This design comes from an exercise in tuning for small area on the open sky130 flow, not from production work. Function was checked by simulation only, so behaviour that the tests miss may differ from the original. Power figures rest on the tool's default switching activity, not on a simulated workload.

==> v23: inputs <==
==> flow/design.v <==
module NCO #(N = 32, B = 8)(
  input clk,
  input rst,                  
  input [N-1:0] ctrl,         
  output reg [15:0] sin_out   
);
function automatic [N-1:0] add;
  input [N-1:0] a, b;
  integer i, k;
  reg c, G, P;
  reg [N-1:0] g, p;
  begin
    g = a & b;
    p = a ^ b;
    c = 1'b0;
    for (k = 0; k < N; k = k + B) begin
      G = 1'b0; P = 1'b1;
      for (i = k; i < k + B; i = i + 1) begin
        G = g[i] | (p[i] & G);
        P = P & p[i];
      end
      for (i = k; i < k + B; i = i + 1) begin
        add[i] = p[i] ^ c;
        c = g[i] | (p[i] & c);
      end
      c = G | (P & c);
    end
  end
endfunction
reg [N-1:0] phase;
reg [7:0] ph1, ph2;
always @(posedge clk) begin
  if (rst)
    phase <= {N{1'b0}};
  else
    phase <= add(phase, ctrl);
  ph1 <= phase[N-1:N-8];
  ph2 <= ph1;
end
reg [5:0] sin_lut_sel;
reg [15:0] sin_lut_val;
always @(*) begin
  sin_lut_sel = ph2[6] ? ~(ph2[5:0]-1'b1) : ph2[5:0];
  if (ph2[6] & ~|ph2[5:0]) begin
    sin_out = ph2[7] ? 16'b10000000_00000001 : 16'b01111111_11111111;
  end else begin
    sin_out = ph2[7] ? (~sin_lut_val+1'b1) : sin_lut_val;
  end
  case(sin_lut_sel)
    6'h00 : sin_lut_val = 16'h0000;
    6'h01 : sin_lut_val = 16'h0324;
    6'h02 : sin_lut_val = 16'h0648;
    6'h03 : sin_lut_val = 16'h096A;
    6'h04 : sin_lut_val = 16'h0C8C;
    6'h05 : sin_lut_val = 16'h0FAB;
    6'h06 : sin_lut_val = 16'h12C8;
    6'h07 : sin_lut_val = 16'h15E2;
    6'h08 : sin_lut_val = 16'h18F9;
    6'h09 : sin_lut_val = 16'h1C0B;
    6'h0A : sin_lut_val = 16'h1F1A;
    6'h0B : sin_lut_val = 16'h2223;
    6'h0C : sin_lut_val = 16'h2528;
    6'h0D : sin_lut_val = 16'h2826;
    6'h0E : sin_lut_val = 16'h2B1F;
    6'h0F : sin_lut_val = 16'h2E11;
    6'h10 : sin_lut_val = 16'h30FB;
    6'h11 : sin_lut_val = 16'h33DF;
    6'h12 : sin_lut_val = 16'h36BA;
    6'h13 : sin_lut_val = 16'h398C;
    6'h14 : sin_lut_val = 16'h3C56;
    6'h15 : sin_lut_val = 16'h3F17;
    6'h16 : sin_lut_val = 16'h41CE;
    6'h17 : sin_lut_val = 16'h447A;
    6'h18 : sin_lut_val = 16'h471C;
    6'h19 : sin_lut_val = 16'h49B4;
    6'h1A : sin_lut_val = 16'h4C3F;
    6'h1B : sin_lut_val = 16'h4EBF;
    6'h1C : sin_lut_val = 16'h5133;
    6'h1D : sin_lut_val = 16'h539B;
    6'h1E : sin_lut_val = 16'h55F5;
    6'h1F : sin_lut_val = 16'h5842;
    6'h20 : sin_lut_val = 16'h5A82;
    6'h21 : sin_lut_val = 16'h5CB3;
    6'h22 : sin_lut_val = 16'h5ED7;
    6'h23 : sin_lut_val = 16'h60EB;
    6'h24 : sin_lut_val = 16'h62F1;
    6'h25 : sin_lut_val = 16'h64E8;
    6'h26 : sin_lut_val = 16'h66CF;
    6'h27 : sin_lut_val = 16'h68A6;
    6'h28 : sin_lut_val = 16'h6A6D;
    6'h29 : sin_lut_val = 16'h6C23;
    6'h2A : sin_lut_val = 16'h6DC9;
    6'h2B : sin_lut_val = 16'h6F5E;
    6'h2C : sin_lut_val = 16'h70E2;
    6'h2D : sin_lut_val = 16'h7254;
    6'h2E : sin_lut_val = 16'h73B5;
    6'h2F : sin_lut_val = 16'h7504;
    6'h30 : sin_lut_val = 16'h7641;
    6'h31 : sin_lut_val = 16'h776B;
    6'h32 : sin_lut_val = 16'h7884;
    6'h33 : sin_lut_val = 16'h7989;
    6'h34 : sin_lut_val = 16'h7A7C;
    6'h35 : sin_lut_val = 16'h7B5C;
    6'h36 : sin_lut_val = 16'h7C29;
    6'h37 : sin_lut_val = 16'h7CE3;
    6'h38 : sin_lut_val = 16'h7D89;
    6'h39 : sin_lut_val = 16'h7E1D;
    6'h3A : sin_lut_val = 16'h7E9C;
    6'h3B : sin_lut_val = 16'h7F09;
    6'h3C : sin_lut_val = 16'h7F61;
    6'h3D : sin_lut_val = 16'h7FA6;
    6'h3E : sin_lut_val = 16'h7FD8;
    6'h3F : sin_lut_val = 16'h7FF5;
  endcase
end
endmodule
module Chirp #(N = 32, B = 8)(
  input clk,
  input rst,
  input [7:0] delay,           
  input reverse,               
  input [N-1:0] min_ctrl,      
  input [N-1:0] max_ctrl,      
  input [N-1:0] inc_rate,      
  input [N-1:0] div_rate,      
  output reg nco_reset,        
  output reg [N-1:0] nco_ctrl  
);
function automatic ge;
  input [N-1:0] a, b;
  integer i, k;
  reg c, G, T;
  begin
    c = 1'b1;
    for (k = 0; k < N; k = k + B) begin
      G = 1'b0; T = 1'b1;
      for (i = k; i < k + B; i = i + 1) begin
        G = (a[i] & ~b[i]) | ((a[i] | ~b[i]) & G);
        T = T & (a[i] | ~b[i]);
      end
      c = G | (T & c);
    end
    ge = c;
  end
endfunction
function automatic [N-1:0] add;
  input [N-1:0] a, b;
  input ci;
  integer i, k;
  reg c, G, P;
  reg [N-1:0] g, p;
  begin
    g = a & b;
    p = a ^ b;
    c = ci;
    for (k = 0; k < N; k = k + B) begin
      G = 1'b0; P = 1'b1;
      for (i = k; i < k + B; i = i + 1) begin
        G = g[i] | (p[i] & G);
        P = P & p[i];
      end
      for (i = k; i < k + B; i = i + 1) begin
        add[i] = p[i] ^ c;
        c = g[i] | (p[i] & c);
      end
      c = G | (P & c);
    end
  end
endfunction
function automatic [N-1:0] dec;
  input [N-1:0] a;
  integer i, k;
  reg c, P;
  begin
    c = 1'b1;
    for (k = 0; k < N; k = k + B) begin
      P = ~|a[k +: B];
      for (i = k; i < k + B; i = i + 1) begin
        dec[i] = a[i] ^ c;
        c = c & ~a[i];
      end
      c = P & c;
    end
  end
endfunction
wire [N-1:0] stt_ctrl = reverse ? max_ctrl : min_ctrl;
wire end_flag = reverse ? ge(min_ctrl, nco_ctrl) : ge(nco_ctrl, max_ctrl);
reg [N-1:0] rate_count_n;     
reg [7:0] delay_count;
wire step = ge(~div_rate, rate_count_n);
wire [N-1:0] nco_step = add(nco_ctrl, inc_rate ^ {N{reverse}}, reverse);
always @(posedge clk) begin
  if (rst) begin
    rate_count_n <= {N{1'b1}};
    delay_count <= 8'b0;
    nco_reset <= 1'b1;
    nco_ctrl <= {N{1'b0}};
  end else begin
    if (end_flag) begin
      nco_ctrl <= stt_ctrl;
      rate_count_n <= dec(rate_count_n);
    end else if (step) begin
      nco_ctrl <= nco_step;
      rate_count_n <= {N{1'b1}};
    end else
      rate_count_n <= dec(rate_count_n);
    if (end_flag) begin
      if (delay_count >= delay)
        delay_count <= 8'b0;
      else
        delay_count <= delay_count + 1'b1;
    end
    nco_reset <= |delay_count;
  end
end
endmodule
module WaveGenerator #(N = 32, M = 16)(
  input clk,
  input rst,
  input chirp_reverse,             
  input [7:0] chirp_delay,         
  input [N-1:0] chirp_min_ctrl,    
  input [N-1:0] chirp_max_ctrl,    
  input [N-1:0] chirp_inc_rate,    
  input [N-1:0] chirp_div_rate,    
  output [M-1:0] waveform          
);
wire chirp_nco_reset;
wire [N-1:0] chirp_nco_ctrl;
NCO #(.N(N)) NCO0 (
  .clk     ( clk             ),
  .rst     ( chirp_nco_reset ),
  .ctrl    ( chirp_nco_ctrl  ),
  .sin_out ( waveform        )
);
Chirp #(.N(N)) Chirp0 (
  .clk       ( clk             ),
  .rst       ( rst             ),
  .delay     ( chirp_delay     ),
  .reverse   ( chirp_reverse   ),
  .min_ctrl  ( chirp_min_ctrl  ),
  .max_ctrl  ( chirp_max_ctrl  ),
  .inc_rate  ( chirp_inc_rate  ),
  .div_rate  ( chirp_div_rate  ),
  .nco_reset ( chirp_nco_reset ),
  .nco_ctrl  ( chirp_nco_ctrl  )
);
endmodule
==> flow/flow/run.sh <==
#!/bin/bash
# Standard ORFS layout, with these changes:
#  - synthesis maps logic with an area-oriented ABC script (flow/abc.script)
#    and leaves adders as plain logic (no full/half-adder cells); registers
#    are the standard synthesis's (same passes up to mapping, same names)
#  - ports are buffered with the smallest buffer
set -u
W=$(pwd)
export MY_ABC_SCRIPT=$W/flow/abc.script
export MY_NO_FA=1
bash standard.sh SYNTH_SCRIPT=$W/flow/my_synth.tcl \
  BUFFER_PORTS_ARGS="-buffer_cell sky130_fd_sc_hd__buf_1" \
  CTS_ARGS="-sink_clustering_enable -repair_clock_nets -dont_use_dummy_load -buf_list sky130_fd_sc_hd__clkbuf_8" finish > standard.log 2>&1
==> flow/flow/abc.script <==
strash
ifraig
dch
map -D 5000
topo
upsize -c
dnsize -c
topo
stime -c
==> flow/flow/my_synth.tcl <==
proc synth {args} { yosys synth -nofsm -noshare {*}$args }
if { [info exists ::env(MY_ABC_SCRIPT)] && $::env(MY_ABC_SCRIPT) ne "" } {
  proc abc {args} {
    set i [lsearch -exact $args -script]
    if { $i >= 0 } { set args [lreplace $args $i [expr {$i + 1}] -script $::env(MY_ABC_SCRIPT)] }
    set i [lsearch -exact $args -D]
    if { $i >= 0 && [info exists ::env(MY_ABC_D)] } { set args [lreplace $args $i [expr {$i + 1}] -D $::env(MY_ABC_D)] }
    puts "my abc: $args"
    if { [info exists ::env(MY_ABC_KEEP_SCRIPT)] && [info exists ::env(SYNTH_KEEP_MODULES)] } {
      set kargs $args
      set i [lsearch -exact $kargs -script]
      set kargs [lreplace $kargs $i [expr {$i + 1}] -script $::env(MY_ABC_KEEP_SCRIPT)]
      foreach m $::env(SYNTH_KEEP_MODULES) {
        yosys abc {*}$kargs $m
      }
      yosys abc {*}$args $::env(DESIGN_NAME)
    } else {
      yosys abc {*}$args
    }
  }
}
if { [info exists ::env(MY_NO_FA)] && $::env(MY_NO_FA) eq "1" } {
  proc extract_fa {args} { puts "extract_fa skipped" }
}
source $::env(SCRIPTS_DIR)/synth.tcl
# left out here: clear keep_hierarchy, flatten, clean up, hide names made inside functions, write 1_2_yosys.v
==> flow/standard.sh <==
#!/bin/bash
# synth_recipe.tcl (not shown) runs the flow's synth.tcl, then flattens the netlist and writes it again
# the make line also repeats each setting of config.mk as NAME=value (left out here)
make -C /OpenROAD-flow-scripts/flow DESIGN_CONFIG=/design/flow/config.mk WORK_HOME=/design/flow/orfs CLKGATE_MAP_FILE= SYNTH_SCRIPT=/design/flow/synth_recipe.tcl "${@:-finish}"
==> flow/config.mk <==
export PLATFORM = sky130hd
export DESIGN_NAME = WaveGenerator
export DESIGN_NICKNAME = WaveGenerator
export VERILOG_FILES = /design/flow/design.v
export SDC_FILE = /design/flow/constraint.sdc
export NUM_CORES = 4
export LEC_CHECK = 0
export CAP_MARGIN = 20
export CORE_MARGIN = 2
export CORE_UTILIZATION = 40
export CTS_BUF_LIST = sky130_fd_sc_hd__clkbuf_4 sky130_fd_sc_hd__clkbuf_8
export SLEW_MARGIN = 20
==> flow/constraint.sdc <==
create_clock -name core_clock -period 6.0 [get_ports {clk}]
set_input_delay 1.2000 -clock core_clock [delete_from_list [all_inputs] [get_ports {clk}]]
set_output_delay 1.2000 -clock core_clock [all_outputs]
set_load 0.01 [all_outputs]
==> inputs of v37, as changes to v23 <==
--- a/flow/design.v
+++ b/flow/design.v
@@ -168,5 +168,5 @@
   end
 endfunction
-function automatic [N-1:0] dec;
+function automatic [N-1:0] inc;
   input [N-1:0] a;
   integer i, k;
@@ -175,8 +175,8 @@
     c = 1'b1;
     for (k = 0; k < N; k = k + B) begin
-      P = ~|a[k +: B];
-      for (i = k; i < k + B; i = i + 1) begin
-        dec[i] = a[i] ^ c;
-        c = c & ~a[i];
+      P = &a[k +: B];
+      for (i = k; i < k + B; i = i + 1) begin
+        inc[i] = a[i] ^ c;
+        c = c & a[i];
       end
       c = P & c;
@@ -186,11 +186,11 @@
 wire [N-1:0] stt_ctrl = reverse ? max_ctrl : min_ctrl;
 wire end_flag = reverse ? ge(min_ctrl, nco_ctrl) : ge(nco_ctrl, max_ctrl);
-reg [N-1:0] rate_count_n;     
+reg [N-1:0] rate_count;
 reg [7:0] delay_count;
-wire step = ge(~div_rate, rate_count_n);
+wire step = ge(rate_count, div_rate);
 wire [N-1:0] nco_step = add(nco_ctrl, inc_rate ^ {N{reverse}}, reverse);
 always @(posedge clk) begin
   if (rst) begin
-    rate_count_n <= {N{1'b1}};
+    rate_count <= {N{1'b0}};
     delay_count <= 8'b0;
     nco_reset <= 1'b1;
@@ -199,10 +199,10 @@
     if (end_flag) begin
       nco_ctrl <= stt_ctrl;
-      rate_count_n <= dec(rate_count_n);
+      rate_count <= inc(rate_count);
     end else if (step) begin
       nco_ctrl <= nco_step;
-      rate_count_n <= {N{1'b1}};
+      rate_count <= {N{1'b0}};
     end else
-      rate_count_n <= dec(rate_count_n);
+      rate_count <= inc(rate_count);
     if (end_flag) begin
       if (delay_count >= delay)
--- a/flow/flow/run.sh
+++ b/flow/flow/run.sh
@@ -10,4 +10,3 @@
 export MY_NO_FA=1
 bash standard.sh SYNTH_SCRIPT=$W/flow/my_synth.tcl \
-  BUFFER_PORTS_ARGS="-buffer_cell sky130_fd_sc_hd__buf_1" \
-  CTS_ARGS="-sink_clustering_enable -repair_clock_nets -dont_use_dummy_load -buf_list sky130_fd_sc_hd__clkbuf_8" finish > standard.log 2>&1
+  BUFFER_PORTS_ARGS="-buffer_cell sky130_fd_sc_hd__buf_1" finish > standard.log 2>&1
==> flow/flow/abc.script (replaced) <==
strash
dch
amap
topo
stime -c
--- a/flow/flow/my_synth.tcl
+++ b/flow/flow/my_synth.tcl
@@ -7,15 +7,5 @@
     if { $i >= 0 && [info exists ::env(MY_ABC_D)] } { set args [lreplace $args $i [expr {$i + 1}] -D $::env(MY_ABC_D)] }
     puts "my abc: $args"
-    if { [info exists ::env(MY_ABC_KEEP_SCRIPT)] && [info exists ::env(SYNTH_KEEP_MODULES)] } {
-      set kargs $args
-      set i [lsearch -exact $kargs -script]
-      set kargs [lreplace $kargs $i [expr {$i + 1}] -script $::env(MY_ABC_KEEP_SCRIPT)]
-      foreach m $::env(SYNTH_KEEP_MODULES) {
-        yosys abc {*}$kargs $m
-      }
-      yosys abc {*}$args $::env(DESIGN_NAME)
-    } else {
-      yosys abc {*}$args
-    }
+    yosys abc {*}$args
   }
 }
Settings changed: CTS_BUF_LIST sky130_fd_sc_hd__clkbuf_4 sky130_fd_sc_hd__clkbuf_8 to not set.
==> inputs of v10, as changes to v23 <==
==> flow/flow/abc.script (replaced) <==
strash
ifraig
dch
map -D 4900
topo
upsize -c
dnsize -c
topo
stime -c
Settings changed: CTS_BUF_LIST sky130_fd_sc_hd__clkbuf_4 sky130_fd_sc_hd__clkbuf_8 to not set, SETUP_SLACK_MARGIN set to -0.6.
==> summary.txt <==
metric                                                                                          v10                       v37                                 v23
Initial DRC count                                                                               429                      1407                                 458
Place WS                                                                                 0.01762 ns                 -1.861 ns                         -0.04927 ns
Capturing instance or port of the critical path                  Chirp0.rate_count_n[31]$_SDFF_PP1_  NCO0.phase[2]$_SDFF_PP0_    Chirp0.nco_ctrl[31]$_SDFFE_PP0P_
Final Power                                                                                 2381 uW                   3295 uW                             2391 uW
CTS clock-pin slew for the worst setup and hold paths                                       0.07 ns                   0.07 ns                             0.06 ns
Total wirelength of the detailed-routed design                                             25.46 mm                  42.47 mm                            26.02 mm
Worst r2r path cells                                                                             44                        58                                  44
Outcome                                                                    timing/DRC/antenna clean           failed layout checks       timing/DRC/antenna clean
Violated checks                                                                                   -              setup timing                                   -
Post-route non-filler standard cell count                                                      1860                      2199                                1879
Clock Tree Root                                                                            clkbuf_8                 clkbuf_16                            clkbuf_8
Hold-critical path endpoint                                                     NCO0.ph2[5]$_DFF_P_       NCO0.ph2[2]$_DFF_P_                 NCO0.ph2[5]$_DFF_P_
Synthesized-area fraction occupied by ao, oa, aoi and oai cells                              27.36%                    40.62%                              26.51%
Power dissipated by switching net loads                                                    936.8 uW                   1325 uW                            941.3 uW
Die Area                                                                                23400 sq um               21860 sq um                         23440 sq um
Layout Skew                                                                              0.03378 ns                0.02084 ns                          0.03877 ns
Tightest slew margin relative to the limit                                                   44.85%                    51.34%                              41.17%
Post-layout net count                                                                          1721                      2054                                1739
Endpoint of the lowest-slack register-to-register path           Chirp0.rate_count_n[31]$_SDFF_PP1_  NCO0.phase[2]$_SDFF_PP0_  Chirp0.rate_count_n[31]$_SDFF_PP1_

-- static timing again, ports no longer ideal --
In the flow no input, the clock included, has a driving cell. The finished layouts below were timed again as built, in two steps. Step 1: set_driving_cell puts a clkbuf_16 on clk and a buf_2 on each other input, an assumption about the parent block. Step 2 moves the port delays by t, midway between the first and last clock arrival at a register: inputs arrive t later, outputs are due t later. That takes back most of the time a late clock gives input paths. Slacks: no drivers / after step 1 / after step 2; pairs: no drivers / after step 1.
run | t, ns | setup WS [ns] | worst slew at a driven data input, ns
v23 | 0.469 | 0.416 / 0.366 / -0.103 | 0.12
v37 | 0.486 | -1.933 / -1.933 / -2.221 | 0.10
v10 | 0.471 | 0.221 / 0.221 / -0.008 | 0.07
Met with ideal ports but missed after step 2: setup timing in v23 and v10. For v23, which loses most, drivers alone change the setup slack by -0.050 ns; drivers and shift together by -0.519 ns.
